This design comes from an exercise in tuning for small area and few clock cycles per item on the open sky130 flow, not from production work.

== run a ==
==> flow/design.v <==
`timescale 1ns/1ps
module subc_divide(
    input  logic         clk,
    input  logic         rst,
    input  logic         invalid,
    output logic         inready,
    input  logic [31:0]  a,
    input  logic [31:0]  b,
    input  logic [5:0]   nbits,
    input  logic         outready,
    output logic         outvalid,
    output logic [31:0]  z
);
    localparam int K  = 2;
    localparam int MS = (32 + K - 1) / K;      
    localparam int QW = K * MS;                
    localparam int DW = (K > 1) ? $clog2(K) : 1;
    localparam int CW = $clog2(MS + 1);
    logic [31:0]   b_r;       
    logic [31:0]   r_r;       
    logic [QW-1:0] q_r;       
    logic [DW-1:0] d_r;       
    logic [CW-1:0] cnt;       
    logic          busy;      
    logic          ov;        
    assign inready  = ~busy & (~ov | outready);
    assign outvalid = ov;
    assign z        = 32'(q_r >> d_r);
    wire acc = invalid & inready;
    logic [31:0]  rs [0:K];
    logic [K-1:0] qb;
    wire  [31:0]  bs = busy ? b_r : b;
    assign rs[0] = busy ? r_r : a;
    for (genvar i = 0; i < K; i++) begin : g_step
        wire [31:0] t  = {rs[i][30:0], 1'b0};
        wire [32:0] df = {1'b0, t} - {1'b0, bs};
        assign qb[K-1-i] = rs[i][31] | ~df[32];
        assign rs[i+1]   = qb[K-1-i] ? df[31:0] : t;
    end
    logic [CW-1:0] m_in;
    logic [DW-1:0] d_in;
    always_comb begin
        m_in = '0;
        d_in = '0;
        for (int i = 0; i <= 32; i++)
            if (nbits == 6'(i)) begin
                m_in = CW'((i + K - 1) / K);
                d_in = DW'(K * ((i + K - 1) / K) - i);
            end
    end
    always_ff @(posedge clk) begin
        r_r <= rs[K];
        b_r <= bs;
        if (acc)
            d_r <= d_in;
        if (acc)
            q_r <= (nbits == 6'd0) ? '0 : QW'(qb);
        else if (busy)
            q_r <= {q_r[QW-1-K:0], qb};
        if (~busy)
            cnt <= m_in - CW'(1);
        else
            cnt <= cnt - CW'(1);
    end
    always_ff @(posedge clk) begin
        if (rst) begin
            busy <= 1'b0;
            ov   <= 1'b0;
        end else if (busy) begin
            if (cnt == CW'(1)) begin
                busy <= 1'b0;
                ov   <= 1'b1;
            end
        end else if (acc) begin
            busy <= (m_in > CW'(1));
            ov   <= (m_in <= CW'(1));
        end else if (outready) begin
            ov   <= 1'b0;
        end
    end
endmodule
==> flow/config.mk <==
export PLATFORM = sky130hd
export DESIGN_NAME = subc_divide
export DESIGN_NICKNAME = subc_divide
export VERILOG_FILES = /design/flow/design.v
export SDC_FILE = /design/flow/constraint.sdc
export NUM_CORES = 4
export LEC_CHECK = 0
export CAP_MARGIN = 20
export CORE_MARGIN = 2
export CORE_UTILIZATION = 40
export SLEW_MARGIN = 20
==> flow/constraint.sdc <==
create_clock -name core_clock -period 8.0 [get_ports {clk}]
set_input_delay 1.6000 -clock core_clock [delete_from_list [all_inputs] [get_ports {clk}]]
set_output_delay 1.6000 -clock core_clock [all_outputs]
set_load 0.01 [all_outputs]
run.sh (not shown) runs the stock make flow with config.mk's settings and CLKGATE_MAP_FILE= SYNTH_SCRIPT=/design/flow/synth_recipe.tcl, a recipe that flattens the netlist after the stock synthesis.
Run a | status: complete | timing, DRC, antenna: pass
Edits applied to the flow inputs when going from run a to run b:
diff --git a/flow/design.v b/flow/design.v
--- a/flow/design.v
+++ b/flow/design.v
@@ -10,9 +10,9 @@
     input  logic         outready,
     output logic         outvalid,
     output logic [31:0]  z
 );
-    localparam int K  = 2;
+    localparam int K  = 3;
     localparam int MS = (32 + K - 1) / K;      
     localparam int QW = K * MS;                
     localparam int DW = (K > 1) ? $clog2(K) : 1;
     localparam int CW = $clog2(MS + 1);
@@ -32,10 +32,10 @@
     wire  [31:0]  bs = busy ? b_r : b;
     assign rs[0] = busy ? r_r : a;
     for (genvar i = 0; i < K; i++) begin : g_step
         wire [31:0] t  = {rs[i][30:0], 1'b0};
-        wire [32:0] df = {1'b0, t} - {1'b0, bs};
-        assign qb[K-1-i] = rs[i][31] | ~df[32];
+        wire [32:0] df = {1'b0, t} + {1'b0, ~bs} + 33'd1;
+        assign qb[K-1-i] = rs[i][31] | df[32];
         assign rs[i+1]   = qb[K-1-i] ? df[31:0] : t;
     end
     logic [CW-1:0] m_in;
     logic [DW-1:0] d_in;
@@ -49,9 +49,10 @@
             end
     end
     always_ff @(posedge clk) begin
         r_r <= rs[K];
-        b_r <= bs;
+        if (~busy)
+            b_r <= b;
         if (acc)
             d_r <= d_in;
         if (acc)
             q_r <= (nbits == 6'd0) ? '0 : QW'(qb);
[summary]
- Run b: flow complete, layout not clean; failing: negative setup slack
- Of the two values seen for cell with the largest stage delay on the worst path, sky130_fd_sc_hd__a221oi_4 was produced by run b and sky130_fd_sc_hd__o21ai_4 by run a.
- Going from run a to run b, the floorplan core area was found to have gone up by 33%.
- Run b against run a: design area increased 81%; post-CTS setup repair buffer count increased 58; hold slack increased 52 ps.
- Taking run a over run b, the via count of the first global-routing pass ratio works out to 0.55.
- [compare] base=run a new=run b: initial DRC count went up 473; setup slack shrank by 1310 ps.
- Of the two values seen for most common cell after layout, fill and taps aside, sky130_fd_sc_hd__clkdlybuf4s50_1 was produced by run a and sky130_fd_sc_hd__buf_4 by run b.
- Run b does worse than run a on final wirelength.
Function was not checked in any run of this note: the RTL went through the layout flow alone.

* * *

## alpha
Another version of the RTL of subc_divide (not shown whole).
Size: about 910 cells after synthesis, roughly 8200 µm² of cells after synthesis.
==> module subc_divide, before the edit <==
module subc_divide(
    input  logic         clk,
    input  logic         rst,
    input  logic         invalid,
    output logic         inready,
    input  logic [31:0]  a,
    input  logic [31:0]  b,
    input  logic [5:0]   nbits,
    input  logic         outready,
    output logic         outvalid,
    output logic [31:0]  z
);
    localparam int K  = 2;
    localparam int MS = (32 + K - 1) / K;      
    localparam int QW = K * MS;                
    localparam int DW = (K > 1) ? $clog2(K) : 1;
    localparam int CW = $clog2(MS + 1);
    logic [31:0]   b_r;       
    logic [31:0]   r_r;       
    logic [QW-1:0] q_r;       
    logic [DW-1:0] d_r;       
    logic [CW-1:0] cnt;       
    logic          busy;      
    logic          ov;        
    assign inready  = ~busy & (~ov | outready);
    assign outvalid = ov;
    assign z        = 32'(q_r >> d_r);
    wire acc = invalid & inready;
    logic [31:0]  rs [0:K];
    logic [K-1:0] qb;
    wire  [31:0]  bs = busy ? b_r : b;
    assign rs[0] = busy ? r_r : a;
    for (genvar i = 0; i < K; i++) begin : g_step
        wire [31:0] t  = {rs[i][30:0], 1'b0};
        wire [32:0] df = {1'b0, t} - {1'b0, bs};
        assign qb[K-1-i] = rs[i][31] | ~df[32];
        assign rs[i+1]   = qb[K-1-i] ? df[31:0] : t;
    end
    logic [CW-1:0] m_in;
    logic [DW-1:0] d_in;
    always_comb begin
        m_in = '0;
        d_in = '0;
        for (int i = 0; i <= 32; i++)
            if (nbits == 6'(i)) begin
                m_in = CW'((i + K - 1) / K);
                d_in = DW'(K * ((i + K - 1) / K) - i);
            end
    end
    always_ff @(posedge clk) begin
        r_r <= rs[K];
        if (~busy)
            b_r <= b;
        if (acc)
            d_r <= d_in;
        if (acc)
            q_r <= (nbits == 6'd0) ? '0 : QW'(qb);
        else if (busy)
            q_r <= {q_r[QW-1-K:0], qb};
        if (~busy)
            cnt <= m_in - CW'(1);
        else
            cnt <= cnt - CW'(1);
    end
    always_ff @(posedge clk) begin
        if (rst) begin
            busy <= 1'b0;
            ov   <= 1'b0;
        end else if (busy) begin
            if (cnt == CW'(1)) begin
                busy <= 1'b0;
                ov   <= 1'b1;
            end
        end else if (acc) begin
            busy <= (m_in > CW'(1));
            ov   <= (m_in <= CW'(1));
        end else if (outready) begin
            ov   <= 1'b0;
        end
    end
endmodule
export LEC_CHECK = 0
export CAP_MARGIN = 20
export CORE_MARGIN = 2
export CORE_UTILIZATION = 40
export SLEW_MARGIN = 20
create_clock -name core_clock -period 8.0 [get_ports {clk}]
The inputs of beta differ from those of alpha as listed below.
==> flow/design.v <==
`timescale 1ns/1ps
module subc_divide(
    input  logic         clk,
    input  logic         rst,
    input  logic         invalid,
    output logic         inready,
    input  logic [31:0]  a,
    input  logic [31:0]  b,
    input  logic [5:0]   nbits,
    input  logic         outready,
    output logic         outvalid,
    output logic [31:0]  z
);
    localparam int K  = 4;
    localparam int KW = $clog2(K);
    logic [31:0]   b_r;       
    logic [31:0]   r_r;       
    logic [31:0]   q_r;       
    logic [KW-1:0] d_r;       
    logic [2:0]    cnt;       
    logic          busy;      
    logic          ov;        
    assign inready  = ~busy & (~ov | outready);
    assign outvalid = ov;
    assign z        = q_r >> d_r;
    wire acc = invalid & inready;
    logic [31:0]  rs [0:K];
    logic [K-1:0] qb;
    wire  [31:0]  bs = busy ? b_r : b;
    assign rs[0] = busy ? r_r : a;
    for (genvar i = 0; i < K; i++) begin : g_step
        wire [31:0] t  = {rs[i][30:0], 1'b0};
        wire [32:0] df = {1'b0, t} + {1'b0, ~bs} + 33'd1;
        assign qb[K-1-i] = rs[i][31] | df[32];
        assign rs[i+1]   = qb[K-1-i] ? df[31:0] : t;
    end
    wire [5:0] nb1 = nbits + 6'(K - 1);
    wire [2:0] m1  = 3'((nb1 >> KW) - 1);
    always_ff @(posedge clk) begin
        r_r <= rs[K];
        if (~busy)
            b_r <= b;
        if (acc)
            d_r <= KW'(-nbits);
        if (acc)
            q_r <= (nbits == 6'd0) ? 32'd0 : {{(32-K){1'b0}}, qb};
        else if (busy)
            q_r <= {q_r[31-K:0], qb};
        if (~busy)
            cnt <= m1;
        else
            cnt <= cnt - 3'd1;
    end
    always_ff @(posedge clk) begin
        if (rst) begin
            busy <= 1'b0;
            ov   <= 1'b0;
        end else if (busy) begin
            if (cnt == 3'd1) begin
                busy <= 1'b0;
                ov   <= 1'b1;
            end
        end else if (acc) begin
            busy <= (nb1[5:KW] > 1);
            ov   <= ~(nb1[5:KW] > 1);
        end else if (outready) begin
            ov   <= 1'b0;
        end
    end
endmodule
--- outcome ---
Ff count | beta vs alpha | beta lower. Summary: with alpha as the reference, area after detailed placement in beta moved up by more than half. [compare] base=alpha new=beta: final worst-path setup slack now smaller; post-CTS setup repair buffer count now larger; share of the clock period used by the worst path after layout now larger. Going from alpha to beta, global-route usage has increased, width of the die now larger. beta ends up with a via count that is 7526 higher than in alpha. Re count of distinct cell types in the synthesized netlist: beta is 28% up on alpha. [beta] flow finished | final checks: failed | reasons: negative setup slack. Compared with alpha, beta ends up with more cell area. Of beta and alpha, it is beta that has the lower sequential share of layout area.
No functional check of the RTL was part of any run of this note.

-- port drivers added, routing unchanged --
In the flow no input, the clock included, has a driving cell. The finished layouts below were timed again as built, in two steps.
Step 1 sets driving cells, clkbuf_16 on the clock port and buf_2 on the other inputs (assumed; they add their load-dependent delay and slew).
Step 2 adds t to the input delays and takes it off the output delays; t is the mean of the earliest and latest rising clock arrival at the registers after step 1. Input paths then give back, and output paths get back, about the clock's delay inside the block.
a / b / c = ideal ports / drivers / drivers and shift; a / b = the first two.
run	shift t [ns]	setup WS [ns]	hold slack, ns
run a	0.407	0.625 / 0.644 / 0.236	0.475 / 0.475 / 0.475
run b	0.407	-0.688 / -0.668 / -1.075	0.526 / 0.526 / 0.526
alpha	0.410	0.707 / 0.725 / 0.315	0.487 / 0.487 / 0.487
beta	0.433	-3.581 / -3.562 / -3.995	0.469 / 0.469 / 0.469
The setup slack of beta, which loses most, moves by +0.019 ns with the drivers and by -0.414 ns with both steps.
